Context: an optimization exercise on an open-source flow, tuned for a short achievable clock period and few clock cycles. The choices shown serve that exercise and are no tape-out recipe. Where RTL was checked, it was by simulation tests only, not by an equivalence proof against the original. The clock input has no modelled driver; a real chip could not lean on it and would need a root buffer or a full tree. Power and IR drop assume default switching activity.

## procesamiento
module procesamiento#(
		parameter n = 120,
		parameter m = 160,
		parameter AW = 15,
		parameter DW = 12
		)
		(
		clk,
		rst,
		init_procesamiento,
		proc_addr_in,
		proc_data_in,
		color,
		figure,
		done
   );
Settings: LEC_CHECK=0, ABC_CLOCK_PERIOD_IN_PS=1500, CAP_MARGIN=20, CORE_MARGIN=2, CORE_UTILIZATION=60, PLACE_DENSITY=0.7, SETUP_SLACK_MARGIN=3.5, SLEW_MARGIN=20, TNS_END_PERCENT=100; clock period 5.0 ns.
standard.sh (not shown) runs the stock make flow with config.mk's settings and CLKGATE_MAP_FILE= SYNTH_SCRIPT=/design/flow/synth_recipe.tcl, a recipe that flattens the netlist after the stock synthesis.
==> flow/flow/run.sh <==
#!/bin/bash
# Standard ORFS layout, except that the clock tree is built by flow/cts_hook.tcl
# (a two-level tree of clock inverters: clock port -> 4 inverters -> leaf inverters ->
# flip-flops) in place of TritonCTS. Everything else is the standard.sh.
set -euo pipefail
export PRE_CTS_TCL="$PWD/flow/cts_hook.tcl"
bash standard.sh > "$PWD/standard_flow.log" 2>&1
Other scripts of this flow, unchanged in this note and not shown: flow/flow/cts_hook.tcl
Edit:
--- a/flow/design.v
+++ b/flow/design.v
@@ -43,36 +43,27 @@
 wire start = ~busy & init_q;
 wire lastrow = rn == 6'd0;       
 wire rowend = (s159 & ~Snz) | s160;
 wire sel_bm = s0go | (s0 & start);
 wire sel_p1 = s1 | (sA & ~s159);
 wire sel_c159 = s159 & Snz;
 wire [14:0] inc = {lo_ones ? addr_p1[14:5] + 10'd1 : addr_p1[14:5], addr_p1[4:0] + 5'd1};
-function [14:0] row_tab;
-	input [5:0] k;
-	input integer off;           
-	integer i;
-	begin
-		row_tab = 15'd0;
-		for (i = 0; i < 40; i = i + 1)
-			row_tab = row_tab | ({15{k == i}} & ((480 * i + off + 32768) % 32768));
-	end
-endfunction
+wire [14:0] base = {rn, 9'd0} - {4'd0, rn, 5'd0};     
 always @(posedge clk) init_q <= ~rst & init_procesamiento;
 always @(posedge clk) begin
 	if (sel_bm) proc_addr_in <= bm;
 	else if (sel_p1) proc_addr_in <= addr_p1;
 	else if (sel_c159) proc_addr_in <= c159;
 	else proc_addr_in <= an;
 	addr_p1 <= s0 ? b0 : inc;
 	lo_ones <= s0 ? &b0[4:0] : addr_p1[4:0] == 5'd30;
-	an <= row_tab(rn, 158);
-	bm <= row_tab(rn, -1);
-	b0 <= row_tab(rn, 0);
-	c159 <= lastrow ? 15'd18879 : row_tab(rn, -321);
+	an <= base + 15'd158;
+	bm <= base - 15'd1;
+	b0 <= base;
+	c159 <= lastrow ? 15'd18879 : base - 15'd321;
 end
 always @(posedge clk) begin
 	if (rst_q) begin
 		busy <= 0; rdv <= 0;
 		s0 <= 1; s1 <= 0; sA <= 0; s159 <= 0; s160 <= 0; s0go <= 0;
 		first <= 1; fin <= 0;
 		pc <= 0; rn <= 0;
What happened: Routed wire length goes down by 19%; worst setup slack loses 270 ps; synthesized area goes down by 6.9%; die area goes down by 6.7%; via count goes down by 16%; power goes up by 4.5%; final area goes down by 3.2%.
No run of this note included a check of the RTL's function; only the layout flow was run. In every run of this note, the design's own scripts or RTL, not TritonCTS, make the clock network.

---

== main ==
procesamiento, a different RTL version from the one above (not shown whole).
Size in the first run: ~1,200 cells after synthesis, about 320 flip-flops, ~35 I/O pins, ~13,000 sq um of cells after synthesis.
Settings: LEC_CHECK=0, ABC_CLOCK_PERIOD_IN_PS=1500, CAP_MARGIN=20, CORE_MARGIN=2, CORE_UTILIZATION=60, PLACE_DENSITY=0.7, SETUP_SLACK_MARGIN=3.5, SLEW_MARGIN=20, TNS_END_PERCENT=100; clock period 5.0 ns.
Scripts as last shown in full above: flow/flow/run.sh
Other scripts of this flow, unchanged in this note and not shown: flow/flow/cts_hook.tcl
Testbench counts of main, summed over its fixed seeds: cycles 615,628.
diff inputs: main => the feature branch
-- flow/design.v --
<<< main, line 33
reg first, fin;
reg [7:0] pc;
reg [5:0] r;                     
reg lastrow, row38;              
reg [14:0] addr_p1;              
reg lo_ones;                     
reg [14:0] an;                   
reg [14:0] q_bm, q_c159, q_an;   
reg [14:0] c159;                 
reg Snz;                         
reg fin7, fin8;                  
wire start = ~busy & init_q;
wire rowend = (s159 & ~Snz) | s160;
wire sel_p1 = s0go | (s0 & start) | s1 | (sA & ~s159);
wire sel_c159 = s159 & Snz;
wire [14:0] inc = {lo_ones ? addr_p1[14:5] + 10'd1 : addr_p1[14:5], addr_p1[4:0] + 5'd1};
always @(posedge clk) init_q <= ~rst & init_procesamiento;
always @(posedge clk) begin
	if (rst_q) proc_addr_in <= IDLE_ADDR;
	else if (sel_p1) proc_addr_in <= addr_p1;
	else if (sel_c159) proc_addr_in <= c159;
	else proc_addr_in <= an;
	q_bm <= an - 15'd159;
	q_c159 <= an + 15'd1;
	q_an <= an + 15'd480;
	if (rowend) begin
		addr_p1 <= q_bm; lo_ones <= &q_bm[4:0];
	end else if (~busy & ~init_q) begin
		addr_p1 <= 15'h7fff; lo_ones <= 1'b1;
	end else begin
		addr_p1 <= inc; lo_ones <= addr_p1[4:0] == 5'd30;
	end
	if (rowend) begin
		an <= row38 ? IDLE_ADDR : q_an;
		c159 <= q_c159;
	end else if (start) begin
		an <= 15'd638;               
	end else if (~busy) begin
		an <= IDLE_ADDR;
		c159 <= 15'd159;             
	end
end
always @(posedge clk) begin
>>> the feature branch, line 33
reg first, fin;
reg [7:0] pc;
reg [39:0] rn;                   
reg [14:0] addr_p1;              
reg lo_ones;                     
reg [14:0] an;                   
reg [14:0] bm, b0;               
reg [14:0] c159;                 
reg Snz;                         
reg fin7, fin8;                  
wire start = ~busy & init_q;
wire lastrow = rn[0];            
wire rowend = (s159 & ~Snz) | s160;
wire sel_bm = s0go | (s0 & start);
wire sel_p1 = s1 | (sA & ~s159);
wire sel_c159 = s159 & Snz;
wire [14:0] inc = {lo_ones ? addr_p1[14:5] + 10'd1 : addr_p1[14:5], addr_p1[4:0] + 5'd1};
function [14:0] row_tab;
	input [39:0] k;
	input integer off;           
	integer i;
	begin
		row_tab = 15'd0;
		for (i = 0; i < 40; i = i + 1)
			row_tab = row_tab | ({15{k[i]}} & ((480 * i + off + 32768) % 32768));
	end
endfunction
always @(posedge clk) init_q <= ~rst & init_procesamiento;
always @(posedge clk) begin
	if (sel_bm) proc_addr_in <= bm;
	else if (sel_p1) proc_addr_in <= addr_p1;
	else if (sel_c159) proc_addr_in <= c159;
	else proc_addr_in <= an;
	addr_p1 <= s0 ? b0 : inc;
	lo_ones <= s0 ? &b0[4:0] : addr_p1[4:0] == 5'd30;
	an <= row_tab(rn, 158);
	bm <= row_tab(rn, -1);
	b0 <= row_tab(rn, 0);
	c159 <= lastrow ? 15'd18879 : row_tab(rn, -321);
end
always @(posedge clk) begin
<<< main, line 78
		s0 <= 1; s1 <= 0; sA <= 0; s159 <= 0; s160 <= 0; s0go <= 0;
		first <= 1; fin <= 0;
		pc <= 0; r <= 0; lastrow <= 0; row38 <= 0;
	end else begin
		if (fin8) busy <= 0;
>>> the feature branch, line 76
		s0 <= 1; s1 <= 0; sA <= 0; s159 <= 0; s160 <= 0; s0go <= 0;
		first <= 1; fin <= 0;
		pc <= 0; rn <= 40'd1;
	end else begin
		if (fin8) busy <= 0;
<<< main, line 85
			if (fin) begin
				rdv <= 0; first <= 1; fin <= 0;
				r <= 0; lastrow <= 0; row38 <= 0;
			end else begin
				s0 <= 0; s1 <= 1;
			end
		end
		if (s1) begin
			s1 <= 0; sA <= 1;
>>> the feature branch, line 83
			if (fin) begin
				rdv <= 0; first <= 1; fin <= 0;
			end else begin
				s0 <= 0; s1 <= 1;
			end
		end
		if (sel_bm) rn <= {rn[38:0], rn[39]};
		if (s1) begin
			s1 <= 0; sA <= 1;
<<< main, line 103
			first <= 0;
			fin <= lastrow;
			r <= r + 6'd1;
			row38 <= r == 6'd37;
			lastrow <= row38;
		end
	end
>>> the feature branch, line 101
			first <= 0;
			fin <= lastrow;
		end
	end
[summary]
- The vertical extent of the die of main and that of the feature branch are within noise of each other.
- Die boundary width: main vs the feature branch, no meaningful difference
- The feature branch against main: fraction of met1 tracks used by global routing rose 3.0 points, layout overhead on the synthesized area fell 1.2 points, number of flops mapped to enable cells by yosys fell about 56%.
- The feature branch ends up with a pre-CTS setup slack that is 850 ps higher than in main.
- Diff main -> the feature branch | switching part of the total power | increase of 0.30 points
- The power attributed to the clock group on main is in line with that on the feature branch.
- Of the two values seen for capture point of the critical path, color[0] was produced by main and bm[13]$_DFF_P_ by the feature branch.
Only the layout flow was run in the feature branch; the RTL was not checked for function there. No run of this note takes its clock network from TritonCTS; it comes from the design's own scripts or RTL.

---

Another version of the RTL of procesamiento (not shown whole).
Size: ~1200 cells after synthesis, about 35 I/O pins, roughly 0.013 sq mm of cells after synthesis.
Settings: LEC_CHECK=0, ABC_CLOCK_PERIOD_IN_PS=1500, CAP_MARGIN=20, CORE_MARGIN=2, CORE_UTILIZATION=60, PLACE_DENSITY=0.7, SETUP_SLACK_MARGIN=3.5, SLEW_MARGIN=20, TNS_END_PERCENT=100; clock period 5.0 ns.
Scripts as last shown in full above: flow/flow/run.sh
Other scripts of this flow, unchanged in this note and not shown: flow/flow/cts_hook.tcl
Testbench counts at the start, summed over its fixed seeds: cycles 615,532.
Next try:
--- a/flow/design.v
+++ b/flow/design.v
@@ -106,27 +106,26 @@
 			row38 <= r == 6'd37;
 			lastrow <= row38;
 		end
 	end
 end
 wire p0 = (rdv | start) & s0;
 wire [11:0] d1 = proc_data_in;
 reg [11:0] t2, Sreg;
 reg nz2, nz157, en2, re2, fin2, clr2;
 wire nz1 = |d1;
-wire en1 = (sA & nz2) | s160 | (p0 & ~first & (Snz ? nz157 : nz2));
+wire en1 = (sA & nz2) | s160 | (p0 & ~first & nz157);
 always @(posedge clk) begin
 	nz2 <= nz1;
 	t2 <= en1 ? (p0 ? Sreg : d1) : 12'd0;
-	if (p0) Sreg <= d1;
-	Snz <= |Sreg;
-	if (s160) nz157 <= nz2;
+	if (p0) begin Sreg <= d1; Snz <= nz1; end
+	if (s159) nz157 <= nz1;
 	if (rst_q) begin
 		en2 <= 0; re2 <= 0; fin2 <= 0; clr2 <= 0;
 	end else begin
 		en2 <= en1;
 		re2 <= p0 & ~first;
 		fin2 <= p0 & fin;
 		clr2 <= p0 & first;
 	end
 end
 reg [3:0] R0, R1, R2, G0, G1, G2, B0, B1, B2;
Outcome: Critical path depth rises by 2. Combinational power is about the same. Synthesized area is about the same. Final area rises by 0.89%. First-iteration DRC count rises by 8.7%. Global-route usage rises by 0.48 points. Final cell count is about the same. Power rises by 0.68%. Synthesized cell count rises by 0.41%. Utilization rises by 0.64 points. Setup slack got worse by 0.10 ns. Routed wire length rises by 0.47%. Via count falls by 0.61%.
The RTL of the second run of this note was laid out without a check of its function. In every run of this note, the design's own scripts or RTL, not TritonCTS, make the clock network.

[afterwards: timing with drivers on the ports]
In the flow no input, the clock included, has a driving cell. The finished layouts below were timed again as built, in two steps. Step 1, drivers: a clkbuf_16 drives clk and a buf_2 each remaining input, both assumed. Step 2 adds t to the input delays and takes it off the output delays; t is the mean of the earliest and latest rising clock arrival at the registers after step 1. Input paths then give back, and output paths get back, about the clock's delay inside the block. a / b / c = no drivers / after step 1 / after step 2; a / b = the first two.
| run | shift t [ns] | slack for setup (ns) | worst hold slack (ns) | worst setup path after step 2 | worst slew at a driven data input, ns |
|---|---|---|---|---|---|
| the first run of note 1 | 0.379 | 3.155 / 3.155 / 3.155 | 0.363 / 0.364 / 0.364 | register to register | 0.03 |
| the second run of note 1 | 0.377 | 2.886 / 2.885 / 2.885 | 0.352 / 0.353 / 0.353 | register to register | 0.03 |
| main | 0.384 | 3.388 / 3.165 / 3.327 | 0.353 / 0.353 / 0.353 | input to register | 0.03 |
| the feature branch | 0.384 | 3.124 / 3.124 / 3.124 | 0.358 / 0.358 / 0.358 | register to register | 0.03 |
| the first run of note 3 | 0.381 | 3.398 / 3.174 / 3.323 | 0.360 / 0.360 / 0.360 | input to register | 0.04 |
| the second run of note 3 | 0.383 | 3.296 / 3.165 / 3.092 | 0.363 / 0.364 / 0.364 | input to register | 0.05 |
After both steps setup and hold are still met in every run listed. The setup slack of the second run of note 3, which loses most, moves by -0.131 ns with the drivers and by -0.204 ns with both steps.
